Context: an optimization exercise on an open-source flow, tuned for small area. The choices shown serve that exercise and are no tape-out recipe.
Function was checked by simulation only, so behaviour that the tests miss may differ from the original.
Power is estimated from default activity; no workload was simulated.

==> flow/design.v <==
module VendingMachine(
  input        clock,
  input        reset,
  input  [4:0] io_price,
  input        io_coin2Raw,
  input        io_coin5Raw,
  input        io_buyRaw,
  output       io_releaseCan,
  output       io_alarm,
  output [6:0] io_seg,
  output [3:0] io_an
);
  reg  [5:0] c2Deb, c5Deb, buyDeb;
  wire       coin2 = |c2Deb;
  always @(posedge clock)
    if (reset) c2Deb <= 6'h0;
    else if (io_coin2Raw) c2Deb <= 6'h3f;
    else if (c2Deb == 6'h2b) c2Deb <= 6'h0;
    else c2Deb <= {c2Deb[4:0], c2Deb[5] ^ c2Deb[4]};
  wire       coin5 = |c5Deb;
  always @(posedge clock)
    if (reset) c5Deb <= 6'h0;
    else if (io_coin5Raw) c5Deb <= 6'h3f;
    else if (c5Deb == 6'h2b) c5Deb <= 6'h0;
    else c5Deb <= {c5Deb[4:0], c5Deb[5] ^ c5Deb[4]};
  wire       buy = |buyDeb;
  always @(posedge clock)
    if (reset) buyDeb <= 6'h0;
    else if (io_buyRaw) buyDeb <= 6'h3f;
    else if (buyDeb == 6'h2b) buyDeb <= 6'h0;
    else buyDeb <= {buyDeb[4:0], buyDeb[5] ^ buyDeb[4]};
  reg  [2:0] st;
  reg  [6:0] sum;
  reg  [7:0] numCan;
  wire       coin  = coin2 | coin5;
  wire       empty = numCan == 8'h0;
  wire       sub   = st == 3'd1;
  wire       add   = st == 3'd4;
  wire       alarm = st == 3'd3;
  assign io_releaseCan = sub | st == 3'd2;
  assign io_alarm = alarm;
  always @(posedge clock) begin
    if (reset) st <= 3'd0;
    else case (st)
      3'd0: if (buy) st <= sum >= {2'b0, io_price} ? 3'd1 : 3'd3;
            else if (coin) st <= 3'd4;
            else if (empty) st <= 3'd6;
      3'd1: st <= 3'd2;
      3'd2, 3'd3: if (!buy) st <= 3'd0;
      3'd4: st <= 3'd5;
      3'd5: if (!coin) st <= 3'd0;
      default: ;
    endcase
    if (reset) sum <= 7'h0;
    else if (add) sum <= sum + (coin2 ? 7'd2 : coin5 ? 7'd5 : 7'd0);
    else if (sub) sum <= sum - {2'b0, io_price};
    if (reset) numCan <= 8'h3;
    else if (sub) numCan <= numCan - 8'h1;
  end
  reg  [7:0] scr;
  reg  [3:0] pos1, pos2;
  wire       scrWrap = scr == 8'd200;
  always @(posedge clock) begin
    if (reset) scr <= 8'h0;
    else if (alarm | empty) scr <= scrWrap ? 8'h0 : scr + 8'h1;
    if (reset) pos1 <= 4'h0;
    else if (scrWrap) pos1 <= pos1 == 4'd14 ? 4'h0 : pos1 + 4'h1;
    if (reset) pos2 <= 4'h0;
    else if (scrWrap) pos2 <= pos2 == 4'd11 ? 4'h0 : pos2 + 4'h1;
  end
  reg  [4:0] tick;
  reg  [1:0] sel;
  wire       tickWrap = tick == 5'd19;
  always @(posedge clock) begin
    if (reset) tick <= 5'h0;
    else tick <= tickWrap ? 5'h0 : tick + 5'h1;
    if (reset) sel <= 2'h0;
    else if (tickWrap) sel <= sel + 2'h1;
  end
  assign io_an = ~(4'h1 << sel);
  reg  [6:0] txt1;
  always @* begin
    case ({pos1, sel})
      6'd0: txt1 = 7'h54;
      6'd1: txt1 = 7'h00;
      6'd2: txt1 = 7'h00;
      6'd3: txt1 = 7'h00;
      6'd4: txt1 = 7'h3f;
      6'd5: txt1 = 7'h54;
      6'd6: txt1 = 7'h00;
      6'd7: txt1 = 7'h00;
      6'd8: txt1 = 7'h00;
      6'd9: txt1 = 7'h3f;
      6'd10: txt1 = 7'h54;
      6'd11: txt1 = 7'h00;
      6'd12: txt1 = 7'h39;
      6'd13: txt1 = 7'h00;
      6'd14: txt1 = 7'h3f;
      6'd15: txt1 = 7'h54;
      6'd16: txt1 = 7'h77;
      6'd17: txt1 = 7'h39;
      6'd18: txt1 = 7'h00;
      6'd19: txt1 = 7'h3f;
      6'd20: txt1 = 7'h54;
      6'd21: txt1 = 7'h77;
      6'd22: txt1 = 7'h39;
      6'd23: txt1 = 7'h00;
      6'd24: txt1 = 7'h6d;
      6'd25: txt1 = 7'h54;
      6'd26: txt1 = 7'h77;
      6'd27: txt1 = 7'h39;
      6'd28: txt1 = 7'h00;
      6'd29: txt1 = 7'h6d;
      6'd30: txt1 = 7'h54;
      6'd31: txt1 = 7'h77;
      6'd32: txt1 = 7'h38;
      6'd33: txt1 = 7'h00;
      6'd34: txt1 = 7'h6d;
      6'd35: txt1 = 7'h54;
      6'd36: txt1 = 7'h79;
      6'd37: txt1 = 7'h38;
      6'd38: txt1 = 7'h00;
      6'd39: txt1 = 7'h6d;
      6'd40: txt1 = 7'h71;
      6'd41: txt1 = 7'h79;
      6'd42: txt1 = 7'h38;
      6'd43: txt1 = 7'h00;
      6'd44: txt1 = 7'h78;
      6'd45: txt1 = 7'h71;
      6'd46: txt1 = 7'h79;
      6'd47: txt1 = 7'h38;
      6'd48: txt1 = 7'h00;
      6'd49: txt1 = 7'h78;
      6'd50: txt1 = 7'h71;
      6'd51: txt1 = 7'h79;
      6'd52: txt1 = 7'h00;
      6'd53: txt1 = 7'h00;
      6'd54: txt1 = 7'h78;
      6'd55: txt1 = 7'h71;
      6'd56: txt1 = 7'h00;
      6'd57: txt1 = 7'h00;
      6'd58: txt1 = 7'h00;
      6'd59: txt1 = 7'h78;
      default: txt1 = 7'h00;
    endcase
  end
  reg  [6:0] txt2;
  always @* begin
    case ({pos2, sel})
      6'd0: txt2 = 7'h6e;
      6'd1: txt2 = 7'h00;
      6'd2: txt2 = 7'h00;
      6'd3: txt2 = 7'h00;
      6'd4: txt2 = 7'h3f;
      6'd5: txt2 = 7'h6e;
      6'd6: txt2 = 7'h00;
      6'd7: txt2 = 7'h00;
      6'd8: txt2 = 7'h3e;
      6'd9: txt2 = 7'h3f;
      6'd10: txt2 = 7'h6e;
      6'd11: txt2 = 7'h00;
      6'd12: txt2 = 7'h00;
      6'd13: txt2 = 7'h3e;
      6'd14: txt2 = 7'h3f;
      6'd15: txt2 = 7'h6e;
      6'd16: txt2 = 7'h73;
      6'd17: txt2 = 7'h00;
      6'd18: txt2 = 7'h3e;
      6'd19: txt2 = 7'h3f;
      6'd20: txt2 = 7'h3f;
      6'd21: txt2 = 7'h73;
      6'd22: txt2 = 7'h00;
      6'd23: txt2 = 7'h3e;
      6'd24: txt2 = 7'h3f;
      6'd25: txt2 = 7'h3f;
      6'd26: txt2 = 7'h73;
      6'd27: txt2 = 7'h00;
      6'd28: txt2 = 7'h50;
      6'd29: txt2 = 7'h3f;
      6'd30: txt2 = 7'h3f;
      6'd31: txt2 = 7'h73;
      6'd32: txt2 = 7'h0b;
      6'd33: txt2 = 7'h50;
      6'd34: txt2 = 7'h3f;
      6'd35: txt2 = 7'h3f;
      6'd36: txt2 = 7'h00;
      6'd37: txt2 = 7'h0b;
      6'd38: txt2 = 7'h50;
      6'd39: txt2 = 7'h3f;
      6'd40: txt2 = 7'h00;
      6'd41: txt2 = 7'h00;
      6'd42: txt2 = 7'h0b;
      6'd43: txt2 = 7'h50;
      6'd44: txt2 = 7'h00;
      6'd45: txt2 = 7'h00;
      6'd46: txt2 = 7'h00;
      6'd47: txt2 = 7'h0b;
      default: txt2 = 7'h00;
    endcase
  end
  wire [6:0] nv = sel[1] ? sum : {2'b0, io_price};
  reg  [3:0] dig;
  always @* begin
    case ({nv, sel[0]})
      8'd0: dig = 4'd0;
      8'd1: dig = 4'd0;
      8'd2: dig = 4'd1;
      8'd3: dig = 4'd0;
      8'd4: dig = 4'd2;
      8'd5: dig = 4'd0;
      8'd6: dig = 4'd3;
      8'd7: dig = 4'd0;
      8'd8: dig = 4'd4;
      8'd9: dig = 4'd0;
      8'd10: dig = 4'd5;
      8'd11: dig = 4'd0;
      8'd12: dig = 4'd6;
      8'd13: dig = 4'd0;
      8'd14: dig = 4'd7;
      8'd15: dig = 4'd0;
      8'd16: dig = 4'd8;
      8'd17: dig = 4'd0;
      8'd18: dig = 4'd9;
      8'd19: dig = 4'd0;
      8'd20: dig = 4'd0;
      8'd21: dig = 4'd1;
      8'd22: dig = 4'd1;
      8'd23: dig = 4'd1;
      8'd24: dig = 4'd2;
      8'd25: dig = 4'd1;
      8'd26: dig = 4'd3;
      8'd27: dig = 4'd1;
      8'd28: dig = 4'd4;
      8'd29: dig = 4'd1;
      8'd30: dig = 4'd5;
      8'd31: dig = 4'd1;
      8'd32: dig = 4'd6;
      8'd33: dig = 4'd1;
      8'd34: dig = 4'd7;
      8'd35: dig = 4'd1;
      8'd36: dig = 4'd8;
      8'd37: dig = 4'd1;
      8'd38: dig = 4'd9;
      8'd39: dig = 4'd1;
      8'd40: dig = 4'd0;
      8'd41: dig = 4'd2;
      8'd42: dig = 4'd1;
      8'd43: dig = 4'd2;
      8'd44: dig = 4'd2;
      8'd45: dig = 4'd2;
      8'd46: dig = 4'd3;
      8'd47: dig = 4'd2;
      8'd48: dig = 4'd4;
      8'd49: dig = 4'd2;
      8'd50: dig = 4'd5;
      8'd51: dig = 4'd2;
      8'd52: dig = 4'd6;
      8'd53: dig = 4'd2;
      8'd54: dig = 4'd7;
      8'd55: dig = 4'd2;
      8'd56: dig = 4'd8;
      8'd57: dig = 4'd2;
      8'd58: dig = 4'd9;
      8'd59: dig = 4'd2;
      8'd60: dig = 4'd0;
      8'd61: dig = 4'd3;
      8'd62: dig = 4'd1;
      8'd63: dig = 4'd3;
      8'd64: dig = 4'd2;
      8'd65: dig = 4'd3;
      8'd66: dig = 4'd3;
      8'd67: dig = 4'd3;
      8'd68: dig = 4'd4;
      8'd69: dig = 4'd3;
      8'd70: dig = 4'd5;
      8'd71: dig = 4'd3;
      8'd72: dig = 4'd6;
      8'd73: dig = 4'd3;
      8'd74: dig = 4'd7;
      8'd75: dig = 4'd3;
      8'd76: dig = 4'd8;
      8'd77: dig = 4'd3;
      8'd78: dig = 4'd9;
      8'd79: dig = 4'd3;
      8'd80: dig = 4'd0;
      8'd81: dig = 4'd4;
      8'd82: dig = 4'd1;
      8'd83: dig = 4'd4;
      8'd84: dig = 4'd2;
      8'd85: dig = 4'd4;
      8'd86: dig = 4'd3;
      8'd87: dig = 4'd4;
      8'd88: dig = 4'd4;
      8'd89: dig = 4'd4;
      8'd90: dig = 4'd5;
      8'd91: dig = 4'd4;
      8'd92: dig = 4'd6;
      8'd93: dig = 4'd4;
      8'd94: dig = 4'd7;
      8'd95: dig = 4'd4;
      8'd96: dig = 4'd8;
      8'd97: dig = 4'd4;
      8'd98: dig = 4'd9;
      8'd99: dig = 4'd4;
      8'd100: dig = 4'd0;
      8'd101: dig = 4'd5;
      8'd102: dig = 4'd1;
      8'd103: dig = 4'd5;
      8'd104: dig = 4'd2;
      8'd105: dig = 4'd5;
      8'd106: dig = 4'd3;
      8'd107: dig = 4'd5;
      8'd108: dig = 4'd4;
      8'd109: dig = 4'd5;
      8'd110: dig = 4'd5;
      8'd111: dig = 4'd5;
      8'd112: dig = 4'd6;
      8'd113: dig = 4'd5;
      8'd114: dig = 4'd7;
      8'd115: dig = 4'd5;
      8'd116: dig = 4'd8;
      8'd117: dig = 4'd5;
      8'd118: dig = 4'd9;
      8'd119: dig = 4'd5;
      8'd120: dig = 4'd0;
      8'd121: dig = 4'd6;
      8'd122: dig = 4'd1;
      8'd123: dig = 4'd6;
      8'd124: dig = 4'd2;
      8'd125: dig = 4'd6;
      8'd126: dig = 4'd3;
      8'd127: dig = 4'd6;
      8'd128: dig = 4'd4;
      8'd129: dig = 4'd6;
      8'd130: dig = 4'd5;
      8'd131: dig = 4'd6;
      8'd132: dig = 4'd6;
      8'd133: dig = 4'd6;
      8'd134: dig = 4'd7;
      8'd135: dig = 4'd6;
      8'd136: dig = 4'd8;
      8'd137: dig = 4'd6;
      8'd138: dig = 4'd9;
      8'd139: dig = 4'd6;
      8'd140: dig = 4'd0;
      8'd141: dig = 4'd7;
      8'd142: dig = 4'd1;
      8'd143: dig = 4'd7;
      8'd144: dig = 4'd2;
      8'd145: dig = 4'd7;
      8'd146: dig = 4'd3;
      8'd147: dig = 4'd7;
      8'd148: dig = 4'd4;
      8'd149: dig = 4'd7;
      8'd150: dig = 4'd5;
      8'd151: dig = 4'd7;
      8'd152: dig = 4'd6;
      8'd153: dig = 4'd7;
      8'd154: dig = 4'd7;
      8'd155: dig = 4'd7;
      8'd156: dig = 4'd8;
      8'd157: dig = 4'd7;
      8'd158: dig = 4'd9;
      8'd159: dig = 4'd7;
      8'd160: dig = 4'd0;
      8'd161: dig = 4'd8;
      8'd162: dig = 4'd1;
      8'd163: dig = 4'd8;
      8'd164: dig = 4'd2;
      8'd165: dig = 4'd8;
      8'd166: dig = 4'd3;
      8'd167: dig = 4'd8;
      8'd168: dig = 4'd4;
      8'd169: dig = 4'd8;
      8'd170: dig = 4'd5;
      8'd171: dig = 4'd8;
      8'd172: dig = 4'd6;
      8'd173: dig = 4'd8;
      8'd174: dig = 4'd7;
      8'd175: dig = 4'd8;
      8'd176: dig = 4'd8;
      8'd177: dig = 4'd8;
      8'd178: dig = 4'd9;
      8'd179: dig = 4'd8;
      8'd180: dig = 4'd0;
      8'd181: dig = 4'd9;
      8'd182: dig = 4'd1;
      8'd183: dig = 4'd9;
      8'd184: dig = 4'd2;
      8'd185: dig = 4'd9;
      8'd186: dig = 4'd3;
      8'd187: dig = 4'd9;
      8'd188: dig = 4'd4;
      8'd189: dig = 4'd9;
      8'd190: dig = 4'd5;
      8'd191: dig = 4'd9;
      8'd192: dig = 4'd6;
      8'd193: dig = 4'd9;
      8'd194: dig = 4'd7;
      8'd195: dig = 4'd9;
      8'd196: dig = 4'd8;
      8'd197: dig = 4'd9;
      8'd198: dig = 4'd9;
      8'd199: dig = 4'd9;
      8'd200: dig = 4'd0;
      8'd201: dig = 4'd0;
      8'd202: dig = 4'd0;
      8'd203: dig = 4'd0;
      8'd204: dig = 4'd0;
      8'd205: dig = 4'd0;
      8'd206: dig = 4'd0;
      8'd207: dig = 4'd0;
      8'd208: dig = 4'd0;
      8'd209: dig = 4'd0;
      8'd210: dig = 4'd0;
      8'd211: dig = 4'd0;
      8'd212: dig = 4'd0;
      8'd213: dig = 4'd0;
      8'd214: dig = 4'd0;
      8'd215: dig = 4'd0;
      8'd216: dig = 4'd0;
      8'd217: dig = 4'd0;
      8'd218: dig = 4'd0;
      8'd219: dig = 4'd0;
      8'd220: dig = 4'd0;
      8'd221: dig = 4'd0;
      8'd222: dig = 4'd0;
      8'd223: dig = 4'd0;
      8'd224: dig = 4'd0;
      8'd225: dig = 4'd0;
      8'd226: dig = 4'd0;
      8'd227: dig = 4'd0;
      8'd228: dig = 4'd0;
      8'd229: dig = 4'd0;
      8'd230: dig = 4'd0;
      8'd231: dig = 4'd0;
      8'd232: dig = 4'd0;
      8'd233: dig = 4'd0;
      8'd234: dig = 4'd0;
      8'd235: dig = 4'd0;
      8'd236: dig = 4'd0;
      8'd237: dig = 4'd0;
      8'd238: dig = 4'd0;
      8'd239: dig = 4'd0;
      8'd240: dig = 4'd0;
      8'd241: dig = 4'd0;
      8'd242: dig = 4'd0;
      8'd243: dig = 4'd0;
      8'd244: dig = 4'd0;
      8'd245: dig = 4'd0;
      8'd246: dig = 4'd0;
      8'd247: dig = 4'd0;
      8'd248: dig = 4'd0;
      8'd249: dig = 4'd0;
      8'd250: dig = 4'd0;
      8'd251: dig = 4'd0;
      8'd252: dig = 4'd0;
      8'd253: dig = 4'd0;
      8'd254: dig = 4'd0;
      8'd255: dig = 4'd0;
      default: dig = 4'd0;
    endcase
  end
  reg  [6:0] num;
  always @* begin
    case (dig)
      4'd0: num = 7'h3f;
      4'd1: num = 7'h30;
      4'd2: num = 7'h5b;
      4'd3: num = 7'h4f;
      4'd4: num = 7'h66;
      4'd5: num = 7'h6d;
      4'd6: num = 7'h7d;
      4'd7: num = 7'h07;
      4'd8: num = 7'h7f;
      4'd9: num = 7'h67;
      default: num = 7'h00;
    endcase
  end
  assign io_seg = ~(alarm ? txt2 : empty ? txt1 : num);
endmodule
==> flow/run.sh <==
#!/bin/bash
# synth_recipe.tcl (not shown) runs the flow's synth.tcl, then flattens the netlist and writes it again
# the make line also repeats each setting of config.mk as NAME=value (left out here)
make -C /OpenROAD-flow-scripts/flow DESIGN_CONFIG=/design/flow/config.mk WORK_HOME=/design/flow/orfs CLKGATE_MAP_FILE= SYNTH_SCRIPT=/design/flow/synth_recipe.tcl finish
==> flow/config.mk <==
export PLATFORM = sky130hd
export DESIGN_NAME = VendingMachine
export DESIGN_NICKNAME = VendingMachine
export VERILOG_FILES = /design/flow/design.v
export SDC_FILE = /design/flow/constraint.sdc
export NUM_CORES = 4
export LEC_CHECK = 0
export ABC_AREA = 1
export CAP_MARGIN = 20
export CORE_MARGIN = 2
export CORE_UTILIZATION = 60
export SLEW_MARGIN = 20
==> flow/constraint.sdc <==
create_clock -name core_clock -period 10.0 [get_ports {clock}]
set_input_delay 2.0000 -clock core_clock [delete_from_list [all_inputs] [get_ports {clock}]]
set_output_delay 2.0000 -clock core_clock [all_outputs]
set_load 0.01 [all_outputs]
==> impl_metrics.toml, run 1 <==
[drt]
wirelength_um = 11670
wl_per_cell_um = 13.02
num_vias = 5069
drt-initial-drc-count = 461
via_per_inst = 5.657
remaining_drc_errors = 0
ant_nets = 0
firstDrtPassIters = 5

[logic_synthesis]
synth_top_family_by_area = "simple AND/OR/NAND/NOR gates"
yosysUniqueCellTypes = 43
synth-xor-area-share_pct = 1.647
ys_async_sr_fraction_pct = 0
syn-cell-area_um2 = 4786
synth_top_cell_area_share_pct = 24.68
muxShareOfSynthArea_pct = 0
yosysWarningCount = 1
synthesis.instances = 776
synth-compound-area-share_pct = 20.13
ys_ff_latch = 59
ys_top_cells_by_area = "dfxtp_1 (25%), nand2_1 (14%), ha_1 (8.6%)"
syn_nets = 821
synth_edf_count = 0
seq_area_frac_synth_pct = 24.68
synth.avg_cell_area_um2 = 6.167
synth_top_area_cell = "dfxtp_1"
synth_fa_ha_area_share_pct = 9.464
synth-simple-area-share_pct = 33.20
ys.flop_type = "dfxtp_1"

[job]
drv_cap = 0

[pwr]
switching_share_pct = 37.81
p_seq_share_pct = 36.2
internal-power_uw = 503.3
powerDensity_nw_per_um2 = 154.1
p_leak_nw = 2.445
pwr-share-clk_pct = 27.7
vdd_drop_max_v = 0.0001022
comb_power_share_pct = 36.1
p_switching_uw = 305.9

[clocking]
cts_buffers = 9
tritoncts = "done"
clk_pin_slew_ns = 0.07
cts_max_level = 3
clock-sinks = 59
cts_resized = 0
cts_root_buf = "clkbuf_8"
cts_hold_buf = 0
worstSkewPairLatency_ns = 0.34
ctsLongestPathBuffers = 2
cts_setup_buffers = 0

[setup_path]
cp-start-kind = "input port"
critical_path_arrival_ns = 5.32
end_kind = "output port"
path_class = "input port to output port"
cp_max_fo = 14
critical_path_required_ns = 8.00
r2r_setup_slack_ns = 7.59

[sta]
tightest_slew_ns = 0.6577
fmax_mhz = 136.7
hold_viol = 0
slew_headroom_pct = 55.83
rsz0062_at_grt = "no"
fin_skew_ns = 0.01400
layout_min_cycle_time_ns = 7.316
tns_ns = 0
setup_viol = 0
slew_violations = 0
fin_crit_sh_pct = 73.16

[placement]
place_congestion = 1.003
place_area_um2 = 5049
dp_hpwl_um = 8951
port-buffer-count = 22

[floorplanning]
die-area_um2 = 8707
io_pins = 23
die_x_um = 93.31
rows = 32
start_util_pct = 61.93
core-area_um2 = 7727
die_y_um = 93.31

[run_status]
run_status = "timing/DRC/antenna clean"

[grt]
antenna_found_initial = 0
grt_pass1_wl_um = 20260
gr-total-overflow = 0
grt_max_degree = 32
grt_pass1_vias = 4578
grtUsageTotal_pct = 28.10

[finish]
final_cell_mix = "nand2_1 (179), inv_1 (107), nor2_1 (80)"
final_layout_size_suffix_gt1_share_pct = 5.164
syn2layout_area_growth_pct = 9.699
fin_nets = 834
fillers = 724
fin_area_um2 = 5250
final_common_cell = "nand2_1"
diodes = 0

[worst_hold_path]
hold_class = "register to register"
-- synthesized netlist by cell type, types with 4 or more instances --
cell,count
o21ai_0,61
nor2_1,80
clkbuf_1,14
a31oi_1,13
inv_1,107
o31ai_1,4
buf_2,5
nand2_2,5
xor2_1,5
inv_2,5
nor2_2,4
o21ai_1,5
nor3_1,13
o211ai_1,5
nand2_1,179
nand4_1,4
nand3_1,63
ha_1,33
xnor2_1,4
a21oi_1,65
dfxtp_1,59
-- stage by stage --
| step | total power, mW | setup slack, ns | hold slack (ns) | cells | utilization (%) |
|---|---|---|---|---|---|
| 5_1_grt | 0.8664 | 2.331 | 0.4918 | 896 | 67.94 |
| 2_1_floorplan | 0.5002 | 4.166 | 0.4176 | 776 | - |
| 3_5_place_dp | 0.5869 | 2.740 | 0.4540 | 880 | 65.33 |
| 6_report | 0.8092 | 2.684 | 0.4597 | 896 | 67.94 |
| 3_3_place_gp | 0.5786 | 2.864 | 0.4295 | 880 | 65.33 |
| 4_1_cts | 0.8111 | 2.725 | 0.4648 | 896 | 67.94 |
-- flip-flops by register name (all words and copies together), names as in the netlist --
name / flops
scr: 8
sel: 2
st: 3
sum: 7
numCan: 8
pos1: 4
buyDeb: 6
c2Deb: 6
pos2: 4
c5Deb: 6
tick: 5
-- power by group through the flow --
stage	clock, mW	sequential [mW]	combinational (mW)
floorplan	0	0.288	0.212
global placement	0	0.297	0.281
detailed placement	0	0.298	0.289
CTS	0.228	0.292	0.291
global route	0.235	0.297	0.334
finish	0.224	0.293	0.292
-- critical path, stage by stage --
cell             delay, ns
clkdlybuf4s50_1       0.42
nand2_1               0.08
nand2_1               0.23
inv_1                 0.38
nand2_1               0.14
nand2_1               0.08
inv_1                 0.05
a21oi_1               0.16
o21ai_0               0.11
nand3_1               0.09
o21a_1                0.18
inv_1                 0.08
ha_1                  0.27
inv_1                 0.07
nand2_1               0.05
o21ai_0               0.18
nand3_1               0.10
nand2_1               0.08
clkdlybuf4s50_1       0.53
-- worst paths after layout --
| path | start | depth (start not counted) | endpoint |
|---|---|---|---|
| max | io_price[3] | 19 | io_seg[2] |
| min | tick[0]$_SDFF_PP0_ | 1 | tick[0]$_SDFF_PP0_ |
| min reg2reg | tick[0]$_SDFF_PP0_ | 1 | tick[0]$_SDFF_PP0_ |
| max reg2reg | c2Deb[0]$_SDFF_PP0_ | 14 | sum[6]$_SDFFE_PP0P_ |
-- logic make-up (layout without fill, tap and decap cells) --
group | after synthesis | after routing
AO/OA/AOI/OAI | 173 | 173
flip-flops | 59 | 59
adder cells (fa/ha/maj) | 35 | 35
buffers and inverters | 134 | 152
AND/OR/NAND/NOR | 366 | 366
XOR/XNOR | 9 | 9
-- layer usage --
| layer | up-vias | share of wire (%) | global-route usage [%] |
|---|---|---|---|
| li1 | 2581 | - | - |
| met1 | 2285 | 48 | 38.87 |
| met4 | 0 | 0.97 | 8.088 |
| met3 | 13 | 6.3 | 3.626 |
| met5 | - | 0 | 0 |
| met2 | 190 | 45 | 45.86 |
-- cell type report --
cell class / instances / area [µm²] / share of cell area [%]
clock inverter: 6 / 63.81 / 1.215
tap: 102 / 127.6 / 2.431
sequential: 59 / 1181 / 22.50
timing repair buffer: 24 / 235.2 / 4.480
multi-input combinational: 583 / 3084 / 58.75
clock buffer: 10 / 137.6 / 2.622
inverter: 112 / 420.4 / 8.008
==> run 2: changes to the inputs <==
--- a/flow/config.mk
+++ b/flow/config.mk
@@ -9,4 +9,7 @@
 export CAP_MARGIN = 20
 export CORE_MARGIN = 2
 export CORE_UTILIZATION = 60
+export CTS_BUF_LIST = sky130_fd_sc_hd__clkbuf_8
+export CTS_CLUSTER_DIAMETER = 200
+export CTS_CLUSTER_SIZE = 40
 export SLEW_MARGIN = 20
==> impl_metrics.toml, run 2 <==
[logic_synthesis]
synth_top_family_by_area = "simple AND/OR/NAND/NOR gates"
synth_top_cell_area_share_pct = 24.68
synth-xor-area-share_pct = 1.647
synth_top_area_cell = "dfxtp_1"
synthesis.instances = 776
ys_top_cells_by_area = "dfxtp_1 (25%), nand2_1 (14%), ha_1 (8.6%)"
yosysWarningCount = 1
synth_fa_ha_area_share_pct = 9.464
synth_common_cells = "nand2_1 (179), inv_1 (107), nor2_1 (80), a21oi_1 (65), nand3_1 (63)"
ys_async_sr_fraction_pct = 0
yosysUniqueCellTypes = 43
synth.avg_cell_area_um2 = 6.167
synth_edf_count = 0
seq_area_frac_synth_pct = 24.68
synth_most_common_cell = "nand2_1"
ys.flop_type = "dfxtp_1"
syn_nets = 821
ys_ff_latch = 59
synth-simple-area-share_pct = 33.20
muxShareOfSynthArea_pct = 0
syn-cell-area_um2 = 4786
synth-compound-area-share_pct = 20.13

[floorplanning]
core-area_um2 = 7727
rows = 32
io_pins = 23
die-area_um2 = 8707
start_util_pct = 61.93
die_y_um = 93.31
die_x_um = 93.31

[sta]
setup_viol = 0
slew_violations = 0
slew_headroom_pct = 55.83
rsz0062_at_grt = "no"
fmax_mhz = 136.7
fin_crit_sh_pct = 73.16
tns_ns = 0
whs_ns = 0.4597
fin_skew_ns = 0.01400
setup_ws_ns = 2.684
layout_min_cycle_time_ns = 7.316
tightest_slew_ns = 0.6577
hold_viol = 0

[clocking]
clock-sinks = 59
clk_pin_slew_ns = 0.07
cts_hold_buf = 0
tritoncts = "done"
cts_setup_buffers = 0
cts_root_buf = "clkbuf_8"
cts_max_level = 3
cts_resized = 0
cts_buffers = 9
ctsLongestPathBuffers = 2
worstSkewPairLatency_ns = 0.34

[placement]
place_area_um2 = 5049
port-buffer-count = 22
dp_slack_ns = 2.740
dp_hpwl_um = 8951
place_congestion = 1.003

[finish]
diodes = 0
largestRegisters = "numCan (8), scr (8), sum (7)"
fin_nets = 834
final_common_cell = "nand2_1"
final_cell_mix = "nand2_1 (179), inv_1 (107), nor2_1 (80)"
final_layout_size_suffix_gt1_share_pct = 5.164
syn2layout_area_growth_pct = 9.699
fin_area_um2 = 5250
fillers = 724
fin_util_pct = 67.94

[setup_path]
cp_max_fo = 14
end_kind = "output port"
critical_path_arrival_ns = 5.32
cp-start-kind = "input port"
path_class = "input port to output port"
critical_path_required_ns = 8.00

[pwr]
powerDensity_nw_per_um2 = 154.1
p_leak_nw = 2.445
vdd_drop_max_v = 0.0001022

[grt]
grt_pass1_wl_um = 20260
gr-total-overflow = 0
grt_pass1_vias = 4578
grtUsageTotal_pct = 28.10
grt_max_degree = 32
antenna_found_initial = 0

[drt]
remaining_drc_errors = 0
wirelength_um = 11670
num_vias = 5069
ant_nets = 0
wl_per_cell_um = 13.02
via_per_inst = 5.657
drt-initial-drc-count = 461
firstDrtPassIters = 5

[worst_hold_path]
hold_class = "register to register"

[job]
drv_cap = 0

[run_status]
run_status = "timing/DRC/antenna clean"
-- run 2: cell counts in the layout (fill, tap and decap cells not counted) --
Identical to the previous run, type by type.
-- run 2: cell type report --
type	count	area, µm²	share of cell area [%]
Multi-Input combinational cell	583	3084	58.75
Sequential cell	59	1181	22.50
Clock inverter	6	63.81	1.215
Timing Repair Buffer	24	235.2	4.480
Clock buffer	10	137.6	2.622
Inverter	112	420.4	8.008
Tap cell	102	127.6	2.431
-- run 2: cell families (layout without fill, tap and decap cells) --
kind of cell,Yosys count,in the layout
DFF,59,59
xor gates and xnor gates,9,9
and+or+nand+nor,366,366
AOI/OAI and AO/OA,173,173
adders and majority gates,35,35
buffers and inverters,134,152
-- run 2: where the power goes --
group / internal (mW) / switching [mW] / leakage [nW]
Sequential: 0.264 / 0.0292 / 0.484
Combinational: 0.118 / 0.175 / 1.86
Clock: 0.122 / 0.102 / 0.0987
-- run 2: metal layers --
| layer | vias up | GRT usage (%) | part of all wire, % |
|---|---|---|---|
| met3 | 13 | 3.626 | 6.3 |
| met2 | 190 | 45.86 | 45 |
| met5 | - | 0 | 0 |
| met4 | 0 | 8.088 | 0.97 |
| met1 | 2285 | 38.87 | 48 |
| li1 | 2581 | - | - |
-- run 2: path summary, 6_finish.rpt --
kind                                          start                   to  slack, ns  cells past startpoint
worst max-delay path                    io_price[3]            io_seg[2]       2.68                     19
worst min-delay path             tick[0]$_SDFF_PP0_   tick[0]$_SDFF_PP0_       0.46                      1
worst max register to register  c2Deb[0]$_SDFF_PP0_  sum[6]$_SDFFE_PP0P_       7.59                     14
worst min register to register   tick[0]$_SDFF_PP0_   tick[0]$_SDFF_PP0_       0.46                      1
-- run 2: metrics by stage --
stage	total power [mW]	instances
2_1_floorplan	0.5002	776
3_3_place_gp	0.5786	880
3_5_place_dp	0.5869	880
4_1_cts	0.8111	896
5_1_grt	0.8664	896
6_report	0.8092	896
-- run 2: worst max-delay path, stage by stage --
cell and delay (ns):
clkdlybuf4s50_1 0.42, nand2_1 0.08, nand2_1 0.23, inv_1 0.38, nand2_1 0.14, nand2_1 0.08, inv_1 0.05, a21oi_1 0.16
o21ai_0 0.11, nand3_1 0.09, o21a_1 0.18, inv_1 0.08, ha_1 0.27, inv_1 0.07, nand2_1 0.05, o21ai_0 0.18
nand3_1 0.10, nand2_1 0.08, clkdlybuf4s50_1 0.53
==> run 3: changes to the inputs <==
==> flow/flow/run.sh (new file) <==
#!/bin/bash
# Own layout flow: the standard layout (standard.sh) with three changes:
#  - synthesis maps the logic with an area-only ABC script (no timing-driven
#    buffering or up-sizing; the 10 ns clock leaves ample slack),
#  - ports are buffered with sky130_fd_sc_hd__buf_1,
#  - the clock tree uses a few large clusters and no dummy loads.
# Each make run's full output goes to its own log file in the work folder.
set -euo pipefail
W=$PWD
F=$W/flow

# synthesis script: the standard flow's own, with the abc call pointed at our ABC script
{
  echo 'proc abc {args} {'
  echo '  set i [lsearch -exact $args -script]'
  echo "  if {\$i >= 0} { lset args [expr {\$i + 1}] $F/abc_min.script }"
  echo '  yosys abc {*}$args'
  echo '}'
  cat "$W/synth_recipe.tcl"
} > "$W/own_synth.tcl"

EXTRA=(
  "SYNTH_SCRIPT=$W/own_synth.tcl"
  "BUFFER_PORTS_ARGS=-buffer_cell sky130_fd_sc_hd__buf_1"
  "CTS_ARGS=-sink_clustering_enable -repair_clock_nets -dont_use_dummy_load -buf_list sky130_fd_sc_hd__clkbuf_8 -sink_clustering_size 30 -sink_clustering_max_diameter 150"
)

bash "$W/standard.sh" "${EXTRA[@]}" synth > "$W/synth.log" 2>&1
bash "$W/standard.sh" "${EXTRA[@]}" finish > "$W/layout.log" 2>&1
test -s "$W/out/final.def"
==> flow/flow/abc_min.script (new file) <==
strash
dch -f
map -a
topo
==> flow/standard.sh (new file) <==
#!/bin/bash
# synth_recipe.tcl (not shown) runs the flow's synth.tcl, then flattens the netlist and writes it again
# the make line also repeats each setting of config.mk as NAME=value (left out here)
make -C /OpenROAD-flow-scripts/flow DESIGN_CONFIG=/design/flow/config.mk WORK_HOME=/design/flow/orfs CLKGATE_MAP_FILE= SYNTH_SCRIPT=/design/flow/synth_recipe.tcl "${@:-finish}"
==> flow/config.mk (replaced) <==
export PLATFORM = sky130hd
export DESIGN_NAME = VendingMachine
export DESIGN_NICKNAME = VendingMachine
export VERILOG_FILES = /design/flow/design.v
export SDC_FILE = /design/flow/constraint.sdc
export NUM_CORES = 4
export LEC_CHECK = 0
export CAP_MARGIN = 20
export CORE_MARGIN = 2
export CORE_UTILIZATION = 60
export SLEW_MARGIN = 20
removed: flow/run.sh
==> impl_metrics.toml, run 3 <==
[run_status]
run_status = "timing/DRC/antenna clean"

[clocking]
cts_buffers = 9
ctsLongestPathBuffers = 2
cts_max_level = 3
tritoncts = "done"
clock-sinks = 59
cts_setup_buffers = 0
worstSkewPairLatency_ns = 0.33
cts_hold_buf = 0
clk_pin_slew_ns = 0.05
cts_resized = 0
cts_root_buf = "clkbuf_8"

[finish]
fillers = 665
largestRegisters = "numCan (8), scr (8), sum (7)"
multiInputGateArea_um2 = 2831
syn2layout_area_growth_pct = 7.993
diodes = 0
final_cell_mix = "clkinv_1 (107), nand2_1 (98), a21oi_1 (95)"
fin_nets = 765
final_layout_size_suffix_gt1_share_pct = 2.925
seq_area_um2 = 1181
final_common_cell = "clkinv_1"

[grt]
antenna_found_initial = 0
grt_pass1_wl_um = 18380
grtUsageTotal_pct = 26.58
gr-total-overflow = 0
grt_pass1_vias = 4355
grt_max_degree = 34

[logic_synthesis]
muxShareOfSynthArea_pct = 0
seq_area_frac_synth_pct = 26.76
synth_top_cell_area_share_pct = 26.76
synth_common_cells = "clkinv_1 (107), nand2_1 (98), a21oi_1 (95), nor2_1 (91), o21ai_0 (65)"
synth-xor-area-share_pct = 0.9921
synth_top_area_cell = "dfxtp_1"
synth_fa_ha_area_share_pct = 10.26
ys.flop_type = "dfxtp_1"
yosysWarningCount = 1
synth.avg_cell_area_um2 = 6.454
yosysUniqueCellTypes = 33
synthesis.instances = 684
ys_async_sr_fraction_pct = 0
synth_top_family_by_area = "compound AO/OA/AOI/OAI gates"
synth-compound-area-share_pct = 27.83
synth-simple-area-share_pct = 25.06
synth_edf_count = 0
ys_top_cells_by_area = "dfxtp_1 (27%), a21oi_1 (11%), ha_1 (9.4%)"
syn-cell-area_um2 = 4414
synth_most_common_cell = "clkinv_1"
syn_nets = 729
ys_ff_latch = 59

[job]
drv_cap = 0

[pwr]
vdd_drop_max_v = 0.0001374
powerDensity_nw_per_um2 = 145.7
p_leak_nw = 1.787

[setup_path]
critical_path_required_ns = 8.00
cp_max_fo = 16
path_class = "input port to output port"
critical_path_arrival_ns = 5.34
cp-start-kind = "input port"
end_kind = "output port"
reg2reg_depth = 15

[drt]
wirelength_um = 10800
firstDrtPassIters = 5
wl_per_cell_um = 13.22
ant_nets = 0
num_vias = 4772
via_per_inst = 5.841
drt-initial-drc-count = 282
remaining_drc_errors = 0

[sta]
setup_viol = 0
hold_viol = 0
slew_headroom_pct = 46.52
layout_min_cycle_time_ns = 7.344
rsz0062_at_grt = "no"
fin_crit_sh_pct = 73.44
tightest_slew_ns = 0.7938
fmax_mhz = 136.2
fin_skew_ns = 0.01246
slew_violations = 0
tns_ns = 0
setup_ws_ns = 2.656

[floorplanning]
die_y_um = 89.78
core-area_um2 = 7176
die-area_um2 = 8060
rows = 31
die_x_um = 89.78
io_pins = 23
start_util_pct = 61.52

[placement]
port-buffer-count = 22
place_congestion = 1.075
dp_hpwl_um = 8237
dp_slack_ns = 2.739

[worst_hold_path]
hold_class = "register to register"
holdPathStages = 1
## run 3: changes by cell type in the layout (fill, tap and decap cells not counted), moves of 6 or more
cell and delta:
clkinv_1 +107, inv_1 -107, nand2_1 -81, nand3_1 -33
a21oi_1 +30, buf_1 +22, clkdlybuf4s50_1 -22, nor2_1 +11
a22oi_1 +6, nor3_1 +6
## run 3: per-stage QoR
step           power [mW]  utilization, %  hold slack (ns)  cells  cell area, µm²
2_1_floorplan      0.4740               -           0.4214    684            4414
3_3_place_gp       0.5308           64.71           0.4404    808            4643
3_5_place_dp       0.5379           64.71           0.4532    808            4643
4_1_cts            0.6935           66.43           0.4644    817            4767
5_1_grt            0.7434           66.43           0.4914    817            4767
6_report           0.6947           66.43           0.4599    817            4767
## run 3: worst paths after layout
| path | slack, ns | from | to |
|---|---|---|---|
| worst max-delay path | 2.66 | io_price[4] | io_seg[1] |
| worst max register to register | 7.34 | c5Deb[4]$_SDFF_PP0_ | sum[6]$_SDFFE_PP0P_ |
| worst min register to register | 0.46 | tick[0]$_SDFF_PP0_ | tick[0]$_SDFF_PP0_ |
| worst min-delay path | 0.46 | tick[0]$_SDFF_PP0_ | tick[0]$_SDFF_PP0_ |
## run 3: power by group
part / internal (mW) / switching, mW
Clock: 0.0797 / 0.0752
Sequential: 0.264 / 0.0258
Combinational: 0.0904 / 0.160
## run 3: layout make-up
type	instances	area share, %
Clock buffer	9	2.598
Timing Repair Buffer	25	2.205
Multi-Input combinational cell	518	59.40
Inverter	107	8.425
Sequential cell	59	24.78
Tap cell	99	2.598
## run 3: critical path, stage by stage
cell	delay [ns]
buf_1	0.10
nor2_1	0.04
a21oi_1	0.56
clkinv_1	0.56
a21oi_1	0.28
a22oi_1	0.10
nand2_1	0.09
a21oi_1	0.07
a31oi_1	0.38
ha_1	0.32
or2_2	0.31
a21oi_1	0.14
o21ai_0	0.08
o21ai_0	0.14
buf_1	0.17
## run 3: per-layer routing
layer  routed length, µm  vias to the layer above  part of all wire, %  global-route usage [%]
met4                 127                        0                  1.2                   7.179
met5                   0                        -                    0                       0
met3                 605                       18                  5.6                   4.694
li1                    -                     2441                    -                       -
met2                5210                      150                   48                   47.16
met1                4857                     2163                   45                   33.33
## run 3: logic make-up after synthesis
logic type	Yosys count
xor gates and xnor gates	5
DFF	59
adders and majority gates	35
buffers and inverters	107
AOI/OAI and AO/OA	217
and+or+nand+nor	261

==> what the ideal ports hide <==
How much do the figures lean on ideal ports? The routed layouts below were timed once more, with nothing changed but the port constraints.
Step 1, drivers: a clkbuf_16 drives clock and a buf_2 each remaining input, both assumed.
Step 2 times the ports against the registers' clock, not the clock port: input delays grow and output delays shrink by t, the midpoint of the rising clock arrivals with the driver on.
Three values: ideal ports, drivers, drivers and shift; two values: the first two.
run | shift t [ns] | slack for setup (ns) | clock arrival spread, ns | pins driven straight from the clock port
run 1 | 0.365 | 2.684 / 2.663 / 2.663 | 0.014 / 0.014 | 1
run 2 | 0.365 | 2.684 / 2.663 / 2.663 | 0.014 / 0.014 | 1
run 3 | 0.344 | 2.656 / 2.634 / 2.634 | 0.013 / 0.013 | 1
After both steps setup and hold are still met in every run listed. The setup slack of run 3, which loses most, moves by -0.022 ns with the drivers and by -0.022 ns with both steps.
